Context: an optimization exercise on an open-source flow, tuned for small area. The choices shown serve that exercise and are no tape-out recipe.
Only simulation tests tie the RTL to the original design; equivalence was not proved.
The flow treats the clock pin as an ideal source. Dropping or thinning the clock tree relies on that and would not hold on a real chip.
No activity file was given, so power comes from the tool's default toggle rates.

exp/xenon:
Design poly_fir_stage1, start of the top module:
module poly_fir_stage1 #(
    parameter int DECIMATION_FACTOR = 9,
    parameter int TAP_LEN          = 63,
    parameter int DATA_WIDTH       = 16,
    parameter int COEF_WIDTH       = 16,
    parameter int BUF_LEN          = 64
    )(
    input  logic                          clk,
    input  logic                          rst,
    input  logic                          din_valid,
    output logic                          dout_valid,
    input  logic signed [DATA_WIDTH-1:0]  din,
    output logic signed [DATA_WIDTH-1:0]  dout
    );
Size in the first run: about 36 I/O pins.
export LEC_CHECK = 0
export CAP_MARGIN = 20
export CORE_MARGIN = 2
export CORE_UTILIZATION = 65
export GPL_TIMING_DRIVEN = 0
export SLEW_MARGIN = 20
create_clock -name core_clock -period 10.0 [get_ports {clk}]
standard.sh (not shown) runs the stock make flow with config.mk's settings and CLKGATE_MAP_FILE= SYNTH_SCRIPT=/design/flow/synth_recipe.tcl, a recipe that flattens the netlist after the stock synthesis.
==> flow/flow/run.sh <==
#!/bin/bash
# Own layout flow: the standard flow (standard.sh) with changes that only affect how the
# layout is built:
#  - synthesis: flow/synth.tcl (the standard flow's synthesis script with an area-oriented ABC mapping;
#    same registers, names and cell types),
#  - port buffers use the smallest buffer cell,
#  - the clock tree is built by flow/cts_manual.tcl (one root buffer, nine leaf buffers over
#    equal groups of flip-flops) in place of clock_tree_synthesis,
set -euo pipefail
here=$(pwd)
export OWN_ABC_SCRIPT="$here/flow/area.abc"
export BUFFER_PORTS_ARGS="-buffer_cell sky130_fd_sc_hd__buf_1"
export PRE_CTS_TCL="$here/flow/cts_manual.tcl"
export OWN_CTS_LEAVES=9 OWN_CTS_COLS=3 OWN_CTS_CLOCK_PORT=clk
export OWN_CTS_LEAF_BUF=sky130_fd_sc_hd__clkbuf_16 OWN_CTS_ROOT_BUF=sky130_fd_sc_hd__clkbuf_8
sed "s#SYNTH_SCRIPT=[^ ]*#SYNTH_SCRIPT=$here/flow/synth.tcl#" standard.sh > own_standard.sh
bash own_standard.sh finish > make_flow.log 2>&1
==> flow/flow/area.abc <==
strash
 &get -n
 &fraig -x
 &put
 scorr
 dc2
 strash
 &get -n
 &deepsyn -J 300
 &synch2
 &dch -f
 &nf -a -R 1000
 &put
 mfs3 -a
 strash
 &get -n
 &dch -f
 &nf -a -R 1000
 &put
==> flow/flow/cts_manual.tcl <==
# Clock tree for this design, built in place of clock_tree_synthesis (sourced by ORFS cts.tcl
# through PRE_CTS_TCL). One root buffer drives OWN_CTS_LEAVES leaf buffers; the flip-flops are
# split into that many groups of equal size (columns by x, then rows by y) and each leaf buffer
# sits at the centre of its group. Detailed placement in cts.tcl then legalizes the buffers.
rename clock_tree_synthesis ::orfs_clock_tree_synthesis
proc clock_tree_synthesis {args} {
  set block [ord::get_db_block]
  set db [ord::get_db]
  set nleaf $::env(OWN_CTS_LEAVES)
  set ncol $::env(OWN_CTS_COLS)
  set leaf_master [$db findMaster $::env(OWN_CTS_LEAF_BUF)]
  set root_master [$db findMaster $::env(OWN_CTS_ROOT_BUF)]
  set clk_net [[$block findBTerm $::env(OWN_CTS_CLOCK_PORT)] getNet]
  set sinks {}
  foreach it [$clk_net getITerms] {
    set bb [[$it getInst] getBBox]
    lappend sinks [list $it [expr {([$bb xMin] + [$bb xMax]) / 2}] [expr {([$bb yMin] + [$bb yMax]) / 2}]]
  }
  set n [llength $sinks]
  puts "manual CTS: $n sinks, $nleaf leaves in $ncol columns"
  set sinks [lsort -integer -index 1 $sinks]
  # split into columns with leaf counts as even as possible, sinks per leaf as even as possible
  set groups {}
  set pos 0
  set leaves_left $nleaf
  for {set c 0} {$c < $ncol} {incr c} {
    set lc [expr {int(ceil(double($leaves_left) / ($ncol - $c)))}]
    set cnt [expr {int(round(double($n - $pos) * $lc / $leaves_left))}]
    set col [lsort -integer -index 2 [lrange $sinks $pos [expr {$pos + $cnt - 1}]]]
    set p2 0
    for {set l 0} {$l < $lc} {incr l} {
      set c2 [expr {int(round(double($cnt - $p2) / ($lc - $l)))}]
      lappend groups [lrange $col $p2 [expr {$p2 + $c2 - 1}]]
      incr p2 $c2
    }
    incr pos $cnt
    incr leaves_left -$lc
  }
  set root [odb::dbInst_create $block $root_master "clkbuf_root_own"]
  set root_net [odb::dbNet_create $block "clknet_root_own"]
  $root_net setSigType CLOCK
  set lx 0; set ly 0
  set i 0
  foreach g $groups {
    set sx 0; set sy 0
    foreach s $g { incr sx [lindex $s 1]; incr sy [lindex $s 2] }
    set cx [expr {$sx / [llength $g]}]
    set cy [expr {$sy / [llength $g]}]
    set buf [odb::dbInst_create $block $leaf_master "clkbuf_leaf_own_$i"]
    set net [odb::dbNet_create $block "clknet_leaf_own_$i"]
    $net setSigType CLOCK
    $buf setLocation $cx $cy
    $buf setPlacementStatus PLACED
    [$buf findITerm A] connect $root_net
    [$buf findITerm X] connect $net
    foreach s $g {
      set it [lindex $s 0]
      $it disconnect
      $it connect $net
    }
    puts "manual CTS: leaf $i at ($cx, $cy) drives [llength $g] sinks"
    incr lx $cx; incr ly $cy
    incr i
  }
  $root setLocation [expr {$lx / $nleaf}] [expr {$ly / $nleaf}]
  $root setPlacementStatus PLACED
  [$root findITerm A] connect $clk_net
  [$root findITerm X] connect $root_net
  set_propagated_clock [all_clocks]
}
Other scripts of this flow, unchanged in this note and not shown: flow/flow/synth.tcl
Changes in exp/juniper relative to exp/xenon:
-- flow/flow/run.sh --
<<< exp/xenon, line 13
export PRE_CTS_TCL="$here/flow/cts_manual.tcl"
export OWN_CTS_LEAVES=9 OWN_CTS_COLS=3 OWN_CTS_CLOCK_PORT=clk
export OWN_CTS_LEAF_BUF=sky130_fd_sc_hd__clkbuf_16 OWN_CTS_ROOT_BUF=sky130_fd_sc_hd__clkbuf_8
>>> exp/juniper, line 13
export PRE_CTS_TCL="$here/flow/cts_manual.tcl"
export OWN_CTS_LEAVES=8 OWN_CTS_COLS=3 OWN_CTS_CLOCK_PORT=clk
export OWN_CTS_LEAF_BUF=sky130_fd_sc_hd__clkbuf_16 OWN_CTS_ROOT_BUF=sky130_fd_sc_hd__clkbuf_8
==> run notes <==
- Per the comparison of exp/juniper with exp/xenon, share of cell area taken by multi-input logic gates level; part of the cycle the worst path needs shows a reduction of 0.90 points; total power went down; sequential share of layout area went up by 0.15 points.
- exp/juniper: full flow OK, the timing, DRC and antenna checks passed
- Comparing exp/juniper and exp/xenon, highest clock rate is higher on exp/juniper.
- Utilization, exp/juniper and exp/xenon, higher one = exp/xenon.
- In exp/juniper, final worst slack is higher than in exp/xenon.
- In exp/juniper, detailed-routing iteration count for the pre-antenna-repair pass is higher than in exp/xenon.
Edits applied to the flow inputs when going from exp/juniper to exp/nickel:
# exp/juniper
export LEC_CHECK = 0
export CAP_MARGIN = 20
export CORE_MARGIN = 2
export CORE_UTILIZATION = 65
export GPL_TIMING_DRIVEN = 0
export SLEW_MARGIN = 20
create_clock -name core_clock -period 10.0 [get_ports {clk}]
# exp/nickel
export LEC_CHECK = 0
export CAP_MARGIN = 20
export CORE_MARGIN = 2
export CORE_UTILIZATION = 65
export SLEW_MARGIN = 20
create_clock -name core_clock -period 10.0 [get_ports {clk}]
==> flow/flow/run.sh <==
#!/bin/bash
# Own layout flow: the standard flow (standard.sh) with changes that only affect how the
# layout is built:
#  - synthesis: flow/synth.tcl (the standard flow's synthesis script with an area-oriented ABC mapping;
#    same registers, names and cell types),
#  - port buffers use the smallest buffer cell,
#  - clock tree synthesis builds one level of large clock buffers without dummy loads,
set -euo pipefail
here=$(pwd)
export OWN_ABC_SCRIPT="$here/flow/area.abc"
export BUFFER_PORTS_ARGS="-buffer_cell sky130_fd_sc_hd__buf_1"
export PRE_CTS_TCL="$here/flow/cts_manual.tcl"
export OWN_CTS_LEAVES=9 OWN_CTS_COLS=3 OWN_CTS_CLOCK_PORT=clk
export OWN_CTS_LEAF_BUF=sky130_fd_sc_hd__clkbuf_16 OWN_CTS_ROOT_BUF=sky130_fd_sc_hd__clkbuf_8
export CTS_ARGS="-sink_clustering_enable -repair_clock_nets -sink_clustering_size 32 -sink_clustering_max_diameter 100 -buf_list sky130_fd_sc_hd__clkbuf_16 -dont_use_dummy_load -root_buf sky130_fd_sc_hd__clkbuf_8 -tree_buf sky130_fd_sc_hd__clkbuf_8"
sed "s#SYNTH_SCRIPT=[^ ]*#SYNTH_SCRIPT=$here/flow/synth.tcl#" standard.sh > own_standard.sh
bash own_standard.sh finish > make_flow.log 2>&1
-- flow/flow/area.abc --
<<< exp/juniper, line 13
 &put
 mfs3 -a
 strash
 &get -n
 &dch -f
 &nf -a -R 1000
 &put
>>> exp/nickel, line 13
 &put
Findings:
In exp/nickel the maximum ir drop on the vdd rail turned out 5.5% lower than in exp/juniper.
Any difference in xor/xnor cell area share of the yosys netlist between exp/juniper and exp/nickel is small enough to ignore.
Against exp/juniper, exp/nickel comes in 1 lower on number of search-and-repair iterations in the first detailed-routing pass.
exp/nickel against exp/juniper: setup slack lost 140 ps; detailed-placement wirelength estimate grew by about 0.5%.
Looking at exp/juniper and exp/nickel, the portion of total power attributed to the clock network is a wash.
Compared with exp/juniper, in exp/nickel sequential share of layout area shrank by 0.60 points, power shows an increase of about 7%, internal power component rose 5.2%.
For exp/nickel, the highest-delay cell along the critical path was edfxtp_1, unlike exp/juniper, where it was dfxtp_1.
In every run of this note, the design's own scripts or RTL, not TritonCTS, make the clock network.

==> separate check: timing with driven ports <==
No port has a modelled driver above. Below, the same layouts with a new extraction and two added sets of constraints. Step 1 assumes that a clkbuf_16 drives the clock port and a buf_2 every other input. Step 2 also shifts input and output timing later by t, the mid clock arrival at the registers, as if the neighbouring blocks saw the same clock. Slacks: ideal / step 1 / step 2; pairs: ideal / step 1.
| run | t, ns | setup slack, ns | worst data-port slew with drivers (ns) | pins driven straight from the clock port |
|---|---|---|---|---|
| exp/xenon | 0.499 | 0.394 / 0.394 / 0.394 | 0.04 | 1 |
| exp/juniper | 0.491 | 0.484 / 0.484 / 0.484 | 0.04 | 1 |
| exp/nickel | 0.510 | 0.347 / 0.347 / 0.347 | 0.03 | 1 |
After both steps every run listed still meets setup and hold.
